From an optimization exercise on the open Yosys and OpenROAD flow, aimed at small area and a short achievable clock period; shortcuts taken in it are not production practice. At most, simulation tests tie the RTL to the original design; equivalence was not proved. Power figures rest on the tool's default switching activity, not on a simulated workload.

// reg_alu
module reg_alu (input wire clk, reset, sel, wr, input wire [1:0] op, input wire [2:0] rd_addr_a,
		rd_addr_b, wr_addr, input wire [15:0] d_in, output wire [15:0] d_out_a, d_out_b, output wire cout);
	wire [15:0] wdata;
	wire [7:0] ld, nld, ra0, ra1, rb0, rb1;
	wire [127:0] y;
	reg [15:0] r0, r1, r2, r3, r4, r5, r6, r7;
	wire [127:0] q = {r7, r6, r5, r4, r3, r2, r1, r0};
	wrdec wdec (.reset(reset), .wr(wr), .addr(wr_addr), .ld(ld), .nld(nld));
	dec3 adec0 (.addr(rd_addr_a), .y(ra0));
	dec3 adec1 (.addr(rd_addr_a), .y(ra1));
	dec3 bdec0 (.addr(rd_addr_b), .y(rb0));
	dec3 bdec1 (.addr(rd_addr_b), .y(rb1));
	genvar i, j;
	generate
		for (i = 0; i < 8; i = i + 1) begin : row
			for (j = 0; j < 16; j = j + 1) begin : col
				hold1 h (.ld(ld[i]), .nld(nld[i]), .d(wdata[j]), .q(q[16*i+j]), .y(y[16*i+j]));
			end
		end
		for (j = 0; j < 16; j = j + 1) begin : rd
			rd8 ma (.s(j < 8 ? ra0 : ra1), .q({q[112+j], q[96+j], q[80+j], q[64+j], q[48+j], q[32+j], q[16+j], q[j]}), .o(d_out_a[j]));
			rd8 mb (.s(j < 8 ? rb0 : rb1), .q({q[112+j], q[96+j], q[80+j], q[64+j], q[48+j], q[32+j], q[16+j], q[j]}), .o(d_out_b[j]));
		end
	endgenerate
	always @(posedge clk) begin
		r0 <= y[15:0];
		r1 <= y[31:16];
		r2 <= y[47:32];
		r3 <= y[63:48];
		r4 <= y[79:64];
		r5 <= y[95:80];
		r6 <= y[111:96];
		r7 <= y[127:112];
	end
	alu calc (.reset(reset), .sel(sel), .op(op), .a(d_out_a), .b(d_out_b), .d(d_in), .w(wdata), .cout(cout));
endmodule
Settings: LEC_CHECK=0, ABC_CLOCK_PERIOD_IN_PS=5000, CAP_MARGIN=20, CORE_MARGIN=2, CORE_UTILIZATION=65, CTS_BUF_LIST=sky130_fd_sc_hd__clkbuf_8, PLACE_DENSITY=0.75, SETUP_SLACK_MARGIN=4.5, SLEW_MARGIN=20, SYNTH_HIERARCHICAL=1, BUFFER_PORTS_ARGS=-buffer_cell sky130_fd_sc_hd__buf_1; clock period 12.0 ns.
standard.sh (not shown) runs the stock make flow with config.mk's settings and CLKGATE_MAP_FILE= SYNTH_SCRIPT=/design/flow/synth_recipe.tcl, a recipe that flattens the netlist after the stock synthesis.
==> flow/flow/run.sh <==
#!/bin/bash
set -e
echo 'export BUFFER_PORTS_ARGS = -buffer_cell sky130_fd_sc_hd__buf_1' >> config.mk
bash standard.sh > standard.log 2>&1
Edit:
Settings changed: CORE_UTILIZATION 65 to 40, PLACE_DENSITY 0.75 to not set.
Effect: Core utilization decreases by 29 points. Sequential power hardly moves. Synthesized cell count does not change. Via count decreases by about 5%. Cell count increases by about 10%. Area after synthesis stays the same.
Edit:
Settings changed: CTS_CLUSTER_DIAMETER set to 80, CTS_CLUSTER_SIZE set to 30.
=> The changed run produced a clean layout; die area stays the same; non-clock buffer count stays the same; via count is unchanged; synthesized cell count does not change; first-iteration DRC count does not change; hold slack is unchanged; core utilization does not change; cell count stays the same; combinational power is about the same; setup slack is unchanged; wire length does not change.


reg_alu, a different RTL version from the one above (not shown whole).
For scale: ~650 cells after synthesis, ~64 I/O pins.
clock: 12.0 ns
lec_check: 0
abc_clock_period_in_ps: 5000
cap_margin: 20
core_margin: 2
core_utilization: 40
cts_buf_list: sky130_fd_sc_hd__clkbuf_8
setup_slack_margin: 4
slew_margin: 20
synth_hierarchical: 1
buffer_ports_args: -buffer_cell sky130_fd_sc_hd__buf_1
Scripts as last shown in full above: flow/flow/run.sh
Change:
Settings changed: SETUP_SLACK_MARGIN 4 to 5.
Effect:
- The new run completed with no timing, DRC or antenna violations
- fmax is higher by about 9%
- routed wire length went up by 3.3%
- setup slack improves by 0.64 ns
- global-route usage hardly moves
- hold slack hardly moves
- clock-buffer cell count falls by 3
- critical path depth rises by 1
Change:
==> flow/flow/run.sh (replaced) <==
#!/bin/bash
# The standard layout with two changes:
#  - the port buffers placed at global placement use the smallest buffer
#    cell instead of the delay cell buffer_ports picks by default (every
#    input and output port still gets its own buffer; later repair steps
#    resize them as timing needs);
#  - after the standard synthesis, each combinational cell is swapped to the
#    smallest drive strength of its family (flow/downsize.tcl), so that
#    sizing is left to the placement-aware repair steps.
set -e
echo 'export BUFFER_PORTS_ARGS = -buffer_cell sky130_fd_sc_hd__buf_1' >> config.mk
bash standard.sh synth > synth.log 2>&1
ODB_FILE=orfs/results/sky130hd/reg_alu/base/1_synth.odb openroad -no_init -exit flow/downsize.tcl > downsize.log 2>&1
bash standard.sh > standard.log 2>&1
==> flow/flow/downsize.tcl (new file) <==
# Swap each combinational cell of the synthesized netlist to the smallest
# drive strength of its family (same function and pins). Yosys/ABC sizes
# gates against a fixed load model; the placement-aware repair steps that
# follow in the standard flow upsize again where timing needs it.
set odb_file $::env(ODB_FILE)
read_db $odb_file
set db [ord::get_db]
set block [ord::get_db_block]
set swapped 0
foreach inst [$block getInsts] {
  set master [$inst getMaster]
  set name [$master getName]
  if {![regexp {^(sky130_fd_sc_hd__[a-z0-9]+)_([0-9]+)$} $name -> base drive]} { continue }
  if {[regexp {__(df|dl|sdf|edf|sedf|conb|tap|fill|decap|clk|lpflow|probe|dly)} $name]} { continue }
  set best $master
  foreach n {0 1 2 3 4 6 8 12 16} {
    set m [$db findMaster ${base}_$n]
    if {$m eq "NULL" || $m eq ""} { continue }
    if {[$m getWidth] < [$best getWidth]} { set best $m }
  }
  if {$best ne $master} {
    if {[$inst swapMaster $best]} { incr swapped }
  }
}
puts "downsize: swapped $swapped instances"
write_db $odb_file
Settings changed: SETUP_SLACK_MARGIN 5 to 4.5.
- non-clock buffer count fell by 39
- clock-buffer cell count rose by 1
- setup slack degrades by 0.35 ns
- flip-flop and latch count stays the same
Change:
==> flow/flow/run.sh (replaced) <==
#!/bin/bash
set -e
echo 'export BUFFER_PORTS_ARGS = -buffer_cell sky130_fd_sc_hd__buf_1' >> config.mk
bash standard.sh > standard.log 2>&1
removed: flow/flow/downsize.tcl
Fmax grows by 0.93%.
Area after synthesis climbs by 2.1%.
Synthesized cell count stays the same.
Total power fell by 5.1%.
Die area rises by 2.1%.
Cell area drops by 0.50%.
Count of clock-buffer cells in the layout goes up by 2.
Function was not checked in any run of this note: the RTL went through the layout flow alone.


v13:
The RTL this note starts from:
==> flow/design.v <==
module alu (input wire reset, sel, input wire [1:0] op, input wire [15:0] a, b, d,
	    output wire [15:0] w, output wire cout);
	wire inv, s_d, s_sum, nsand, s_or;
	wire [15:0] o;
	wire [15:0] ng, nt, p;            
	wire [7:0] g2, t2;                
	wire [3:0] ng4, nt4;              
	wire [1:0] g8, t8;                
	wire [15:0] c;                    
	aluctl ctl (.reset(reset), .sel(sel), .op(op), .inv(inv), .s_d(s_d), .s_sum(s_sum), .nsand(nsand), .s_or(s_or));
	genvar i;
	generate
		pgen0 pg0 (.a(a[0]), .b(b[0]), .inv(inv), .ng(ng[0]), .nt(nt[0]), .p(p[0]));
		for (i = 1; i < 16; i = i + 1) begin : bs
			pgen pg (.a(a[i]), .b(b[i]), .inv(inv), .ng(ng[i]), .nt(nt[i]), .p(p[i]));
		end
		for (i = 0; i < 8; i = i + 1) begin : l1
			gtn2p n (.ngh(ng[2*i+1]), .nth(nt[2*i+1]), .ngl(ng[2*i]), .ntl(nt[2*i]), .g(g2[i]), .t(t2[i]));
		end
		for (i = 0; i < 4; i = i + 1) begin : l2
			gtp2n n (.gh(g2[2*i+1]), .th(t2[2*i+1]), .gl(g2[2*i]), .tl(t2[2*i]), .ng(ng4[i]), .nt(nt4[i]));
		end
		for (i = 0; i < 2; i = i + 1) begin : l3
			gtn2p n (.ngh(ng4[2*i+1]), .nth(nt4[2*i+1]), .ngl(ng4[2*i]), .ntl(nt4[2*i]), .g(g8[i]), .t(t8[i]));
		end
	endgenerate
	wire g8c;
	gn2p l3c (.ngh(ng4[1]), .nth(nt4[1]), .ngl(ng4[0]), .g(g8c));
	gtp g16 (.g(g8[1]), .t(t8[1]), .c(g8c), .co(cout));
	assign c[0] = inv;
	ninv c1i (.a(ng[0]), .y(c[1]));
	assign c[2] = g2[0];
	gtn c3i (.ng(ng[2]), .nt(nt[2]), .c(c[2]), .co(c[3]));
	ninv c4i (.a(ng4[0]), .y(c[4]));
	gtn c5i (.ng(ng[4]), .nt(nt[4]), .c(c[4]), .co(c[5]));
	gtp c6i (.g(g2[2]), .t(t2[2]), .c(c[4]), .co(c[6]));
	gtn c7i (.ng(ng[6]), .nt(nt[6]), .c(c[6]), .co(c[7]));
	assign c[8] = g8[0];
	gtn c9i (.ng(ng[8]), .nt(nt[8]), .c(c[8]), .co(c[9]));
	gtp c10i (.g(g2[4]), .t(t2[4]), .c(c[8]), .co(c[10]));
	gtn c11i (.ng(ng[10]), .nt(nt[10]), .c(c[10]), .co(c[11]));
	gtn c12i (.ng(ng4[2]), .nt(nt4[2]), .c(c[8]), .co(c[12]));
	gtn c13i (.ng(ng[12]), .nt(nt[12]), .c(c[12]), .co(c[13]));
	gtp c14i (.g(g2[6]), .t(t2[6]), .c(c[12]), .co(c[14]));
	gtn c15i (.ng(ng[14]), .nt(nt[14]), .c(c[14]), .co(c[15]));
	generate
		for (i = 0; i < 16; i = i + 1) begin : ws
			or2m orr (.a(a[i]), .b(b[i]), .y(o[i]));
			wsel s (.s_d(s_d), .s_sum(s_sum), .nsand(nsand), .s_or(s_or), .d(d[i]), .p(p[i]), .ng(ng[i]), .o(o[i]), .c(c[i]), .w(w[i]));
		end
	endgenerate
endmodule
module aluctl (input wire reset, sel, input wire [1:0] op, output wire inv, s_d, s_sum, nsand, s_or);
	assign inv = op[0];
	assign s_d = ~sel & ~reset;
	assign s_sum = sel & ~op[1] & ~reset;
	assign nsand = ~(sel & op[1] & ~op[0] & ~reset);
	assign s_or = sel & op[1] & op[0] & ~reset;
endmodule
module pgen (input wire a, b, inv, output wire ng, nt, p);
	wire bx;
	xor2m x (.a(b), .b(inv), .y(bx));
	gtbit gt (.a(a), .b(bx), .ng(ng), .nt(nt), .p(p));
endmodule
module xor2m (input wire a, b, output wire y);
	assign y = a ^ b;
endmodule
module gtbit (input wire a, b, output wire ng, nt, p);
	assign ng = ~(a & b);
	assign nt = ~(a | b);
	xor2m pp (.a(a), .b(b), .y(p));
endmodule
module pgen0 (input wire a, b, inv, output wire ng, nt, p);
	wire bx;
	xor2m x (.a(b), .b(inv), .y(bx));
	xor2m pp (.a(a), .b(bx), .y(p));
	ngc0 cg (.a(a), .b(b), .ci(inv), .ng(ng));
	assign nt = ~(a | bx);
endmodule
module ngc0 (input wire a, b, ci, output wire ng);
	assign ng = ~((a & (b | ci)) | (ci & ~b));
endmodule
module gtn2p (input wire ngh, nth, ngl, ntl, output wire g, t);
	assign g = ~(ngh & (nth | ngl));
	assign t = ~(nth | ntl);
endmodule
module gn2p (input wire ngh, nth, ngl, output wire g);
	assign g = ~(ngh & (nth | ngl));
endmodule
module gtp2n (input wire gh, th, gl, tl, output wire ng, nt);
	assign ng = ~(gh | (th & gl));
	assign nt = ~(th & tl);
endmodule
module gtp (input wire g, t, c, output wire co);
	assign co = g | (t & c);
endmodule
module gtn (input wire ng, nt, c, output wire co);
	assign co = ~ng | (~nt & c);
endmodule
module ninv (input wire a, output wire y);
	assign y = ~a;
endmodule
module wsel (input wire s_d, s_sum, nsand, s_or, d, p, ng, o, c, output wire w);
	assign w = (s_d & d) | (s_sum & (p ^ c)) | (~nsand & ~ng) | (s_or & o);
endmodule
module or2m (input wire a, b, output wire y);
	assign y = a | b;
endmodule
module wrdec (input wire reset, wr, input wire [2:0] addr, output wire [7:0] ld, nld);
	genvar i;
	generate
		for (i = 0; i < 8; i = i + 1) begin : g
			assign ld[i] = (wr & (addr == i)) | reset;
			assign nld[i] = ~ld[i];
		end
	endgenerate
endmodule
module dec3 (input wire [2:0] addr, output wire [7:0] y);
	genvar i;
	generate
		for (i = 0; i < 8; i = i + 1) begin : g
			assign y[i] = (addr == i);
		end
	endgenerate
endmodule
module hold1 (input wire ld, nld, d, q, output wire y);
	assign y = (ld & d) | (nld & q);
endmodule
module rd8 (input wire [7:0] s, q, output wire o);
	wire y0, y1;
	aoi222 u0 (.a0(s[0]), .b0(q[0]), .a1(s[1]), .b1(q[1]), .a2(s[2]), .b2(q[2]), .y(y0));
	aoi222 u1 (.a0(s[3]), .b0(q[3]), .a1(s[4]), .b1(q[4]), .a2(s[5]), .b2(q[5]), .y(y1));
	assign o = ~(y0 & y1 & ~((s[6] & q[6]) | (s[7] & q[7])));
endmodule
module aoi222 (input wire a0, b0, a1, b1, a2, b2, output wire y);
	assign y = ~((a0 & b0) | (a1 & b1) | (a2 & b2));
endmodule
module reg_alu (input wire clk, reset, sel, wr, input wire [1:0] op, input wire [2:0] rd_addr_a,
		rd_addr_b, wr_addr, input wire [15:0] d_in, output wire [15:0] d_out_a, d_out_b, output wire cout);
	wire [15:0] wdata;
	wire [7:0] ld, nld, ra, rb;
	wire [127:0] y;
	reg [15:0] r0, r1, r2, r3, r4, r5, r6, r7;
	wire [127:0] q = {r7, r6, r5, r4, r3, r2, r1, r0};
	wrdec wdec (.reset(reset), .wr(wr), .addr(wr_addr), .ld(ld), .nld(nld));
	dec3 adec (.addr(rd_addr_a), .y(ra));
	dec3 bdec (.addr(rd_addr_b), .y(rb));
	genvar i, j;
	generate
		for (i = 0; i < 8; i = i + 1) begin : row
			for (j = 0; j < 16; j = j + 1) begin : col
				hold1 h (.ld(ld[i]), .nld(nld[i]), .d(wdata[j]), .q(q[16*i+j]), .y(y[16*i+j]));
			end
		end
		for (j = 0; j < 16; j = j + 1) begin : rd
			rd8 ma (.s(ra), .q({q[112+j], q[96+j], q[80+j], q[64+j], q[48+j], q[32+j], q[16+j], q[j]}), .o(d_out_a[j]));
			rd8 mb (.s(rb), .q({q[112+j], q[96+j], q[80+j], q[64+j], q[48+j], q[32+j], q[16+j], q[j]}), .o(d_out_b[j]));
		end
	endgenerate
	always @(posedge clk) begin
		r0 <= y[15:0];
		r1 <= y[31:16];
		r2 <= y[47:32];
		r3 <= y[63:48];
		r4 <= y[79:64];
		r5 <= y[95:80];
		r6 <= y[111:96];
		r7 <= y[127:112];
	end
	alu calc (.reset(reset), .sel(sel), .op(op), .a(d_out_a), .b(d_out_b), .d(d_in), .w(wdata), .cout(cout));
endmodule
==> flow/config.mk <==
export PLATFORM = sky130hd
export DESIGN_NAME = reg_alu
export DESIGN_NICKNAME = reg_alu
export VERILOG_FILES = /design/flow/design.v
export SDC_FILE = /design/flow/constraint.sdc
export NUM_CORES = 4
export LEC_CHECK = 0
export ABC_CLOCK_PERIOD_IN_PS = 5000
export CAP_MARGIN = 20
export CORE_MARGIN = 2
export CORE_UTILIZATION = 40
export SETUP_SLACK_MARGIN = 4.8
export SLEW_MARGIN = 20
export SYNTH_HIERARCHICAL = 1
export BUFFER_PORTS_ARGS = -buffer_cell sky130_fd_sc_hd__buf_1
export CTS_ARGS = -sink_clustering_enable -repair_clock_nets -dont_use_dummy_load -root_buf sky130_fd_sc_hd__clkbuf_16 -buf_list sky130_fd_sc_hd__clkbuf_8 -sink_clustering_buffer sky130_fd_sc_hd__clkbuf_8
==> flow/constraint.sdc <==
create_clock -name core_clock -period 12.0 [get_ports {clk}]
set_input_delay 2.4000 -clock core_clock [delete_from_list [all_inputs] [get_ports {clk}]]
set_output_delay 2.4000 -clock core_clock [all_outputs]
set_load 0.01 [all_outputs]
==> flow/flow/run.sh <==
#!/bin/bash
# The standard layout with two changes:
#  - the port buffers placed at global placement use the smallest buffer
#    cell instead of the delay cell buffer_ports picks by default (every
#    input and output port still gets its own buffer; later repair steps
#    resize them as timing needs);
#  - clock tree synthesis uses a strong root buffer and mid-size leaf buffers,
#    and adds no dummy loads to balance the leaves.
set -e
echo 'export BUFFER_PORTS_ARGS = -buffer_cell sky130_fd_sc_hd__buf_1' >> config.mk
echo 'export CTS_ARGS = -sink_clustering_enable -repair_clock_nets -dont_use_dummy_load -root_buf sky130_fd_sc_hd__clkbuf_16 -buf_list sky130_fd_sc_hd__clkbuf_8 -sink_clustering_buffer sky130_fd_sc_hd__clkbuf_8' >> config.mk
bash standard.sh > standard.log 2>&1
Input-level comparison between v1 and v13:
Settings: CTS_ARGS changed from -sink_clustering_enable -repair_clock_nets -dont_use_dummy_load -root_buf sky130_fd_sc_hd__clkbuf_16 -buf_list sky130_fd_sc_hd__clkbuf_8 -sink_clustering_buffer sky130_fd_sc_hd__clkbuf_8 to -sink_clustering_enable -repair_clock_nets -root_buf sky130_fd_sc_hd__clkbuf_16 -buf_list sky130_fd_sc_hd__clkbuf_4 -sink_clustering_buffer sky130_fd_sc_hd__clkbuf_4.
==> flow/flow/run.sh <==
#!/bin/bash
# The standard layout with two changes:
#  - the port buffers placed at global placement use the smallest buffer
#    cell instead of the delay cell buffer_ports picks by default (every
#    input and output port still gets its own buffer; later repair steps
#    resize them as timing needs);
#  - clock tree synthesis uses a strong root buffer and small leaf buffers.
set -e
echo 'export BUFFER_PORTS_ARGS = -buffer_cell sky130_fd_sc_hd__buf_1' >> config.mk
echo 'export CTS_ARGS = -sink_clustering_enable -repair_clock_nets -root_buf sky130_fd_sc_hd__clkbuf_16 -buf_list sky130_fd_sc_hd__clkbuf_4 -sink_clustering_buffer sky130_fd_sc_hd__clkbuf_4' >> config.mk
bash standard.sh > standard.log 2>&1
==> comparison <==
Diff v13 -> v1: maximum clock rate ~0 delta, worst hold slack +0.013 ns. The share of the clock period used by the worst path after layout was comparable across v1 and v13. Cmp v1 and v13 / clock network area share / higher: v1. v1 vs v13 — design area climbed slightly. Diff v1..v13 | first-pass GRT wire length | negligible. There was hardly any difference in final count of negative-setup-slack endpoints between v1 and v13.
For v4, these inputs were changed with respect to v1:
Settings: a change of SETUP_SLACK_MARGIN from 4.8 to 4.6; a change of CTS_ARGS from -sink_clustering_enable -repair_clock_nets -root_buf sky130_fd_sc_hd__clkbuf_16 -buf_list sky130_fd_sc_hd__clkbuf_4 -sink_clustering_buffer sky130_fd_sc_hd__clkbuf_4 to -sink_clustering_enable -repair_clock_nets -dont_use_dummy_load -root_buf sky130_fd_sc_hd__clkbuf_16 -buf_list sky130_fd_sc_hd__clkbuf_4 -sink_clustering_buffer sky130_fd_sc_hd__clkbuf_4.
==> flow/flow/run.sh <==
#!/bin/bash
# The standard layout with two changes:
#  - the port buffers placed at global placement use the smallest buffer
#    cell instead of the delay cell buffer_ports picks by default (every
#    input and output port still gets its own buffer; later repair steps
#    resize them as timing needs);
#  - clock tree synthesis uses a strong root buffer and small leaf buffers,
#    and adds no dummy loads to balance the leaves.
set -e
echo 'export BUFFER_PORTS_ARGS = -buffer_cell sky130_fd_sc_hd__buf_1' >> config.mk
echo 'export CTS_ARGS = -sink_clustering_enable -repair_clock_nets -dont_use_dummy_load -root_buf sky130_fd_sc_hd__clkbuf_16 -buf_list sky130_fd_sc_hd__clkbuf_4 -sink_clustering_buffer sky130_fd_sc_hd__clkbuf_4' >> config.mk
bash standard.sh > standard.log 2>&1
==> run notes <==
Diff v1 -> v4 | power per standard cell area | down by a few percent
Between v4 and v1, share of power burned in combinational logic is lower for v1, v4 comes in above that.
Compared v4 vs v1, and post-CTS resize count is down in v4.
v4: final-layout clock-cell area share 2.1 points below v1
In the flow results for v4 and v1, the clock-pin transition on the worst setup and hold timing paths is smaller on v4.
Modified inputs, v58 compared to v4
Settings: changing SETUP_SLACK_MARGIN from 4.6 to 5.
Findings:
The final layout from v4, which completed every stage, passed the timing, DRC and antenna checks at the end of the flow. v58: no failed stages, no open violations at the end. Comparing post-placement setup slack for v4 and v58, the smaller number came from v4. v58 against v4: sequential share of layout area went down; total design power went up; met1 demand-to-capacity share in global routing went up 1.7 points; multi-input gate area in the final layout rose by 200 sq um.

[what the ideal ports hide]
How much do the figures lean on ideal ports? The routed layouts below were timed once more, with nothing changed but the port constraints.
Step 1: set_driving_cell puts a clkbuf_16 on clk and a buf_2 on each other input, an assumption about the parent block.
Step 2 moves the port delays by t, midway between the first and last clock arrival at a register: inputs arrive t later, outputs are due t later. That takes back most of the time a late clock gives input paths.
a / b / c = no drivers / after step 1 / after step 2; a / b = the first two.
run | t, ns | setup WS [ns] | worst setup path at the end | worst register clock-pin slew, ns | worst slew at a driven data input, ns
the first run of note 1 | 0.484 | 4.644 / 4.621 / 4.621 | input to output | 0.08 / 0.08 | 0.04
the second run of note 1 | 0.468 | 4.648 / 4.601 / 4.601 | input to output | 0.08 / 0.08 | 0.05
the third run of note 1 | 0.468 | 4.648 / 4.601 / 4.601 | input to output | 0.08 / 0.08 | 0.05
the first run of note 2 | 0.491 | 4.339 / 4.301 / 4.301 | input to output | 0.08 / 0.08 | 0.06
the second run of note 2 | 0.467 | 4.983 / 4.892 / 4.892 | input to output | 0.08 / 0.08 | 0.14
the third run of note 2 | 0.487 | 4.638 / 4.603 / 4.603 | input to output | 0.08 / 0.08 | 0.04
the fourth run of note 2 | 0.488 | 4.706 / 4.670 / 4.670 | input to output | 0.08 / 0.08 | 0.06
v13 | 0.395 | 4.831 / 4.797 / 4.797 | input to output | 0.08 / 0.08 | 0.03
v1 | 0.403 | 4.836 / 4.806 / 4.806 | input to output | 0.12 / 0.12 | 0.03
v4 | 0.392 | 4.694 / 4.665 / 4.665 | input to output | 0.12 / 0.12 | 0.03
v58 | 0.399 | 4.942 / 4.853 / 4.853 | input to output | 0.11 / 0.11 | 0.12
After both steps setup and hold are still met in every run listed. For the second run of note 2, which loses most, drivers alone change the setup slack by -0.091 ns; drivers and shift together by -0.091 ns.
